Source: an optimization exercise on an open RTL-to-GDS flow (aim: small area). Production flows keep margins and buffers that such runs may drop. Function was checked by simulation only, so behaviour that the tests miss may differ from the original. The clock port is modelled as an ideal driver, which makes a skipped or thinned clock tree look cheaper than it is; a real chip needs a root buffer or a tree. Power is estimated from default activity; no workload was simulated.

Design top, start of the top module:
module top (
  input  wire clk,
  input  wire rst,
  input  wire I1, I2, I3, I4, I5,
  output reg  led,
  output wire O1, O2,
  output reg  O3,
  output wire O4,
  output reg  O5
);
  reg le0n, le1;
  always @(posedge clk) begin
    le0n <= rst | ~I5;  le1 <= ~rst & ~le0n;
  end
  reg  st_q;
  wire st_m = ~I1 ^ st_q;
  reg  [8:0] st_c;
  wire st_c_t = ((st_c ^ 9'h1fd) & 9'h1fd) == 9'h0;
  always @(posedge clk)
    if (rst | ~st_m | st_c_t) st_c <= 9'h1f0;
    else st_c <= {~st_c[7:0], ~(st_c[8] ^ st_c[3])};
  wire st_f = st_m & st_c_t;
  wire st_r = st_f & ~st_q;    
  always @(posedge clk) st_q <= ~rst & (st_q ^ st_f);
  reg  sp_q;
  wire sp_m = ~I2 ^ sp_q;
  reg  [8:0] sp_c;
  wire sp_c_t = ((sp_c ^ 9'h1fd) & 9'h1fd) == 9'h0;
  always @(posedge clk)
    if (rst | ~sp_m | sp_c_t) sp_c <= 9'h1f0;
    else sp_c <= {~sp_c[7:0], ~(sp_c[8] ^ sp_c[3])};
  wire sp_f = sp_m & sp_c_t;
  wire sp_r = sp_f & ~sp_q;    
  always @(posedge clk) sp_q <= ~rst & (sp_q ^ sp_f);
  reg  rs_q;
  wire rs_m = ~I3 ^ rs_q;
  reg  [8:0] rs_c;
  wire rs_c_t = ((rs_c ^ 9'h1fd) & 9'h1fd) == 9'h0;
  always @(posedge clk)
    if (rst | ~rs_m | rs_c_t) rs_c <= 9'h1f0;
    else rs_c <= {~rs_c[7:0], ~(rs_c[8] ^ rs_c[3])};
  wire rs_f = rs_m & rs_c_t;
  wire rs_r = rs_f & ~rs_q;    
  always @(posedge clk) rs_q <= ~rst & (rs_q ^ rs_f);
  reg  [21:0] tm;
  wire [21:0] tx = tm ^ 22'h2aaaaa;    
  wire tz0 = ~|(tx & 22'h1572ab);
  wire tz  = tz0 & ~|(tx & 22'ha8d54);
  wire tmc = tz0 & (((tx ^ 22'h2a8d54) & 22'h2a8954) == 22'h0);
  wire T   = tmc & (tx[10] == I4);    
  wire tclr = rst | ~(s2m1 | s2m2) | T;
  always @(posedge clk)
    if (tclr) tm <= 22'h2046d7;
    else tm <= {~tm[20:0], ~(tm[21] ^ tm[20]) ^ tz};
  reg s3m1n, s3m2n, s2m1, s2m2, s1m1n, s1m2n, s0m1, s0m2;
  wire s3m1 = ~s3m1n, s3m2 = ~s3m2n;
  wire hold = ~rs_r & ~sp_r;
  always @(posedge clk) begin
  ...
For scale: ~110 flip-flops.
clock: 10.0 ns
lec_check: 0
cap_margin: 20
core_margin: 2
core_utilization: 85
slew_margin: 20
standard.sh (not shown) runs the stock make flow with config.mk's settings and CLKGATE_MAP_FILE= SYNTH_SCRIPT=/design/flow/synth_recipe.tcl, a recipe that flattens the netlist after the stock synthesis.
==> flow/flow/run.sh <==
#!/bin/bash
# The standard layout (standard.sh) with these changes:
#  - synthesis: synth_recipe.tcl unchanged, except that its one ABC mapping of
#    the combinational logic runs flow/area.abc (area-oriented mapping, no
#    buffering or upsizing) instead of ORFS's abc_speed.script; registers are
#    mapped exactly as in the standard synthesis;
#  - ports are buffered with buf_1;
#  - the clock tree is built by flow/cts.tcl (one root buffer, one leaf
#    buffer per group of flip-flops) in place of TritonCTS.
# Each tool's output goes to a log file in this folder (and ORFS's own logs
# under orfs/logs).
set -euo pipefail
W=$PWD
export AREA_ABC_SCRIPT=$W/flow/area.abc
{
  cat <<'TCL'
proc abc {args} {
  set i [lsearch -exact $args -script]
  if {$i >= 0} { lset args [expr {$i + 1}] $::env(AREA_ABC_SCRIPT) }
  puts "area abc: $args"
  yosys abc {*}$args
}
TCL
  cat synth_recipe.tcl
} > synth_recipe_area.tcl
sed 's#/synth_recipe\.tcl #/synth_recipe_area.tcl #' standard.sh > standard_area.sh
grep -q synth_recipe_area.tcl standard_area.sh
export BUFFER_PORTS_ARGS="-buffer_cell sky130_fd_sc_hd__buf_1"
bash standard_area.sh place > standard_place.log 2>&1
R=$W/orfs/results/$FLOW_PLATFORM/top/base
RESULTS_DIR=$R PLATFORM_DIR=$FLOW_HOME/platforms/$FLOW_PLATFORM CLK_PORT=clk \
  CLK_GX=3 CLK_GY=2 CLK_ROOT=sky130_fd_sc_hd__clkbuf_2 CLK_LEAF=sky130_fd_sc_hd__clkbuf_8 \
  openroad -no_init -exit $W/flow/cts.tcl > cts.log 2>&1
cp $R/4_1_cts.odb $R/4_cts.odb
bash standard_area.sh finish > standard_finish.log 2>&1
Other scripts of this flow, unchanged in this note and not shown: flow/flow/area.abc, flow/flow/cts.tcl
Next try:
CORE_UTILIZATION = 70   (was 85)
Final cell count rose by 1.1%.
Worst setup slack is worse by 0.0037 ns.
Total power fell by 1.0%.
Sequential power is about the same.
No run of this note takes its clock network from TritonCTS; it comes from the design's own scripts or RTL.

Another version of the RTL of top (not shown whole).
For scale: roughly 320 cells after synthesis, about 120 flip-flops, about 13 I/O pins.
clock: 10.0 ns
lec_check: 0
cap_margin: 20
core_margin: 2
core_utilization: 40
slew_margin: 20
run.sh (not shown) runs the stock make flow with config.mk's settings and CLKGATE_MAP_FILE= SYNTH_SCRIPT=/design/flow/synth_recipe.tcl, a recipe that flattens the netlist after the stock synthesis.
Stock flow here: none of the scripts above is used.
==> next run, changes <==
- CTS_BUF_LIST: default -> sky130_fd_sc_hd__clkbuf_8
- CTS_CLUSTER_DIAMETER: default -> 500
- CTS_CLUSTER_SIZE: default -> 100
Effect:
- The new run completed without violations
- fmax went up by a few percent
- power goes down by roughly a tenth
- cell area drops by a few percent
- clock skew barely changes
==> next run, changes <==
- CTS_BUF_LIST: sky130_fd_sc_hd__clkbuf_8 -> sky130_fd_sc_hd__clkbuf_4
- CTS_CLUSTER_DIAMETER: 500 -> 100
- CTS_CLUSTER_SIZE: 100 -> 40
=> The changed run ran to the end with no violations. Utilization shrinks by 1.5 points. Sequential share of layout area grows by 1.7 points. Area after synthesis is unchanged. Critical path depth stays the same. Maximum frequency shrinks by 2.2%. Wire length hardly moves. Total power shrinks by 10%. Sequential cell count stays the same. Worst setup slack loses 0.079 ns. Hold slack gains 0.0092 ns. Global-route usage stays flat.

== run a ==
The RTL this note starts from:
==> flow/design.v <==
`timescale 1ns/1ps
`default_nettype none
module top (
  input  wire clk,
  input  wire rst,
  input  wire I1, I2, I3, I4, I5,
  output reg  led,
  output wire O1, O2,
  output reg  O3,
  output wire O4,
  output reg  O5
);
  reg le0n, le1;
  always @(posedge clk) begin
    le0n <= rst | ~I5;  le1 <= ~rst & ~le0n;
  end
  reg  st_q;
  wire st_m = ~I1 ^ st_q;
  reg  [8:0] st_c;
  wire st_c_t = ((st_c ^ 9'h1fd) & 9'h1fd) == 9'h0;
  always @(posedge clk)
    if (rst | ~st_m | st_c_t) st_c <= 9'h1f0;
    else st_c <= {~st_c[7:0], ~(st_c[8] ^ st_c[3])};
  wire st_f = st_m & st_c_t;
  wire st_r = st_f & ~st_q;    
  always @(posedge clk) st_q <= ~rst & (st_q ^ st_f);
  reg  sp_q;
  wire sp_m = ~I2 ^ sp_q;
  reg  [8:0] sp_c;
  wire sp_c_t = ((sp_c ^ 9'h1fd) & 9'h1fd) == 9'h0;
  always @(posedge clk)
    if (rst | ~sp_m | sp_c_t) sp_c <= 9'h1f0;
    else sp_c <= {~sp_c[7:0], ~(sp_c[8] ^ sp_c[3])};
  wire sp_f = sp_m & sp_c_t;
  wire sp_r = sp_f & ~sp_q;    
  always @(posedge clk) sp_q <= ~rst & (sp_q ^ sp_f);
  reg  rs_q;
  wire rs_m = ~I3 ^ rs_q;
  reg  [8:0] rs_c;
  wire rs_c_t = ((rs_c ^ 9'h1fd) & 9'h1fd) == 9'h0;
  always @(posedge clk)
    if (rst | ~rs_m | rs_c_t) rs_c <= 9'h1f0;
    else rs_c <= {~rs_c[7:0], ~(rs_c[8] ^ rs_c[3])};
  wire rs_f = rs_m & rs_c_t;
  wire rs_r = rs_f & ~rs_q;    
  always @(posedge clk) rs_q <= ~rst & (rs_q ^ rs_f);
  reg  [21:0] tm;
  wire [21:0] tx = tm ^ 22'h2aaaaa;    
  wire tz0 = ~|(tx & 22'h572ab);
  wire tz  = tz0 & ~|(tx & 22'ha8d54);
  wire tmc = tz0 & (((tx ^ 22'h2a8d54) & 22'h3a8954) == 22'h0);
  wire T   = tmc & (tx[10] == I4);    
  wire tclr = rst | ~(s2m1 | s2m2) | T;
  always @(posedge clk)
    if (tclr) tm <= 22'h2046d7;
    else tm <= {~tm[20:0], ~(tm[21] ^ (tm[20] | tz))};
  reg s3m1n, s3m2n, s2m1, s2m2, s1m1n, s1m2n, s0m1, s0m2;
  wire s3m1 = ~s3m1n, s3m2 = ~s3m2n;
  wire hold = ~rs_r & ~sp_r;
  always @(posedge clk) begin
    s3m1n <= rst | ~((~s3m1 & ~s3m2 & st_r & ~rs_r) | (s3m1 & hold & ~T) | (s3m2 & hold & T));
    s3m2n <= rst | ~((s3m1 & hold & T) | (s3m2 & hold & ~T));
    s2m1  <= ~rst & ~s3m1n;
    s2m2  <= ~rst & ~s3m2n;
    s1m1n <= rst | ~s2m1;
    s1m2n <= rst | ~s2m2;
    s0m1  <= ~rst & ~s1m1n;
    s0m2  <= ~rst & ~s1m2n;
  end
  assign O1 = s0m1;
  assign O2 = s0m2;
  assign O4 = s0m1 | s0m2;
  reg  [15:0] d3;
  wire d3_t = ((d3 ^ 16'hfb75) & 16'hff75) == 16'h0;
  always @(posedge clk)
    if (rst | ~O4 | d3_t) d3 <= 16'h68e8;
    else d3 <= {~d3[14:0], ~(d3[15] ^ d3[8])};
  always @(posedge clk) O3 <= ~rst & O4 & (O3 ^ d3_t);
  reg  [14:0] d5;
  wire d5_t = ((d5 ^ 15'h55ff) & 15'h55ff) == 15'h0;
  always @(posedge clk)
    if (rst | d5_t) d5 <= 15'h362f;
    else d5 <= {~d5[13:0], d5[14] ^ d5[0]};
  always @(posedge clk) O5 <= ~rst & (O5 ^ d5_t);
  reg  [15:0] dl;
  wire dl_t = ((dl ^ 16'hfb75) & 16'hff75) == 16'h0;
  always @(posedge clk)
    if (rst | ~le1 | dl_t) dl <= 16'h68e8;
    else dl <= {~dl[14:0], ~(dl[15] ^ dl[8])};
  always @(posedge clk) led <= ~rst & le1 & (led ^ dl_t);
endmodule
`default_nettype wire
Settings: LEC_CHECK=0, CAP_MARGIN=20, CORE_MARGIN=2, CORE_UTILIZATION=70, SLEW_MARGIN=20; clock period 10.0 ns.
standard.sh (not shown) runs the stock make flow with config.mk's settings and CLKGATE_MAP_FILE= SYNTH_SCRIPT=/design/flow/synth_recipe.tcl, a recipe that flattens the netlist after the stock synthesis.
==> flow/flow/run.sh <==
#!/bin/bash
# The standard layout (standard.sh) with these changes:
#  - synthesis: synth_recipe.tcl unchanged, except that its one ABC mapping of
#    the combinational logic runs flow/area.abc (area-oriented mapping, no
#    buffering or upsizing) instead of ORFS's abc_speed.script; registers are
#    mapped exactly as in the standard synthesis;
#  - ports are buffered with buf_1;
#  - the clock tree is built by flow/cts.tcl (one root buffer, one leaf
#    buffer per group of flip-flops) in place of TritonCTS.
# Each tool's output goes to a log file in this folder (and ORFS's own logs
# under orfs/logs).
set -euo pipefail
W=$PWD
export AREA_ABC_SCRIPT=$W/flow/area.abc
{
  cat <<'TCL'
proc abc {args} {
  set i [lsearch -exact $args -script]
  if {$i >= 0} { lset args [expr {$i + 1}] $::env(AREA_ABC_SCRIPT) }
  puts "area abc: $args"
  yosys abc {*}$args
}
TCL
  cat synth_recipe.tcl
} > synth_recipe_area.tcl
sed 's#/synth_recipe\.tcl #/synth_recipe_area.tcl #' standard.sh > standard_area.sh
grep -q synth_recipe_area.tcl standard_area.sh
export BUFFER_PORTS_ARGS="-buffer_cell sky130_fd_sc_hd__buf_1"
bash standard_area.sh place > standard_place.log 2>&1
R=$W/orfs/results/$FLOW_PLATFORM/top/base
RESULTS_DIR=$R PLATFORM_DIR=$FLOW_HOME/platforms/$FLOW_PLATFORM CLK_PORT=clk \
  CLK_GX=5 CLK_GY=2 CLK_ROOT=sky130_fd_sc_hd__clkbuf_2 CLK_LEAF=sky130_fd_sc_hd__clkbuf_4 \
  openroad -no_init -exit $W/flow/cts.tcl > cts.log 2>&1
cp $R/4_1_cts.odb $R/4_cts.odb
bash standard_area.sh finish > standard_finish.log 2>&1
==> flow/flow/area.abc <==
strash
&get -n
&deepsyn -T 10
&dch
&nf -R 1000
&put
strash
&get -n
&dch
&nf -R 1000
&put
topo
Other scripts of this flow, unchanged in this note and not shown: flow/flow/cts.tcl
Run a finished all stages; the layout is clean.
The inputs of run b differ from those of run a as listed below.
==> flow/flow/area.abc <==
strash
&get -n
&dch
&nf -R 1000
&put
strash
&get -n
&dch
&nf -R 1000
&put
topo
### Flow results
- Final core area utilization essentially unchanged between run a and run b.
- Against run a, run b reports a minimum clock period after layout that is lower.
- When run b is measured against run a, its met1 usage turns out 3.3 points higher.
- Changes observed in run b relative to run a: largest incremental delay on the critical path lost 0.30 ns; via count lost 2.6%; post-placement cell area neither gained nor lost much.
- Run a leaves less setup margin than run b.
- On power, run b and run a are basically level.
- On register-to-register path setup slack, run b does better than run a.
- Run b: all stages complete, timing, DRC and antenna checks passed
- On y dimension of the die, run b and run a are basically level.
- Against run a as the reference, run b delivers a higher gate count of the mapped netlist.
In every run of this note, the design's own scripts or RTL, not TritonCTS, make the clock network.

port drivers added, routing unchanged:
Ports are ideal in the flow. The routed layouts listed here were re-timed in OpenROAD. Step 1: set_driving_cell puts a clkbuf_16 on clk and a buf_2 on each other input, an assumption about the parent block. Step 2 also shifts input and output timing later by t, the mid clock arrival at the registers, as if the neighbouring blocks saw the same clock. Three values: ideal ports, drivers, drivers and shift; two values: the first two.
run | t, ns | slack for setup (ns) | worst register clock-pin slew, ns | worst slew at a driven data input, ns
the first run of note 1 | 0.516 | 6.797 / 6.773 / 6.279 | 0.11 / 0.11 | 0.03
the second run of note 1 | 0.500 | 6.793 / 6.769 / 6.480 | 0.11 / 0.11 | 0.03
the first run of note 2 | 0.536 | 6.394 / 6.363 / 6.343 | 0.06 / 0.06 | 0.03
the second run of note 2 | 0.434 | 6.501 / 6.472 / 6.406 | 0.07 / 0.07 | 0.03
the third run of note 2 | 0.498 | 6.423 / 6.391 / 6.424 | 0.11 / 0.11 | 0.03
run a | 0.532 | 6.470 / 6.476 / 5.943 | 0.11 / 0.11 | 0.03
run b | 0.530 | 6.814 / 6.789 / 6.571 | 0.11 / 0.11 | 0.03
After both steps every run listed still meets setup and hold. For run a, which loses most, drivers alone change the setup slack by +0.006 ns; drivers and shift together by -0.527 ns.
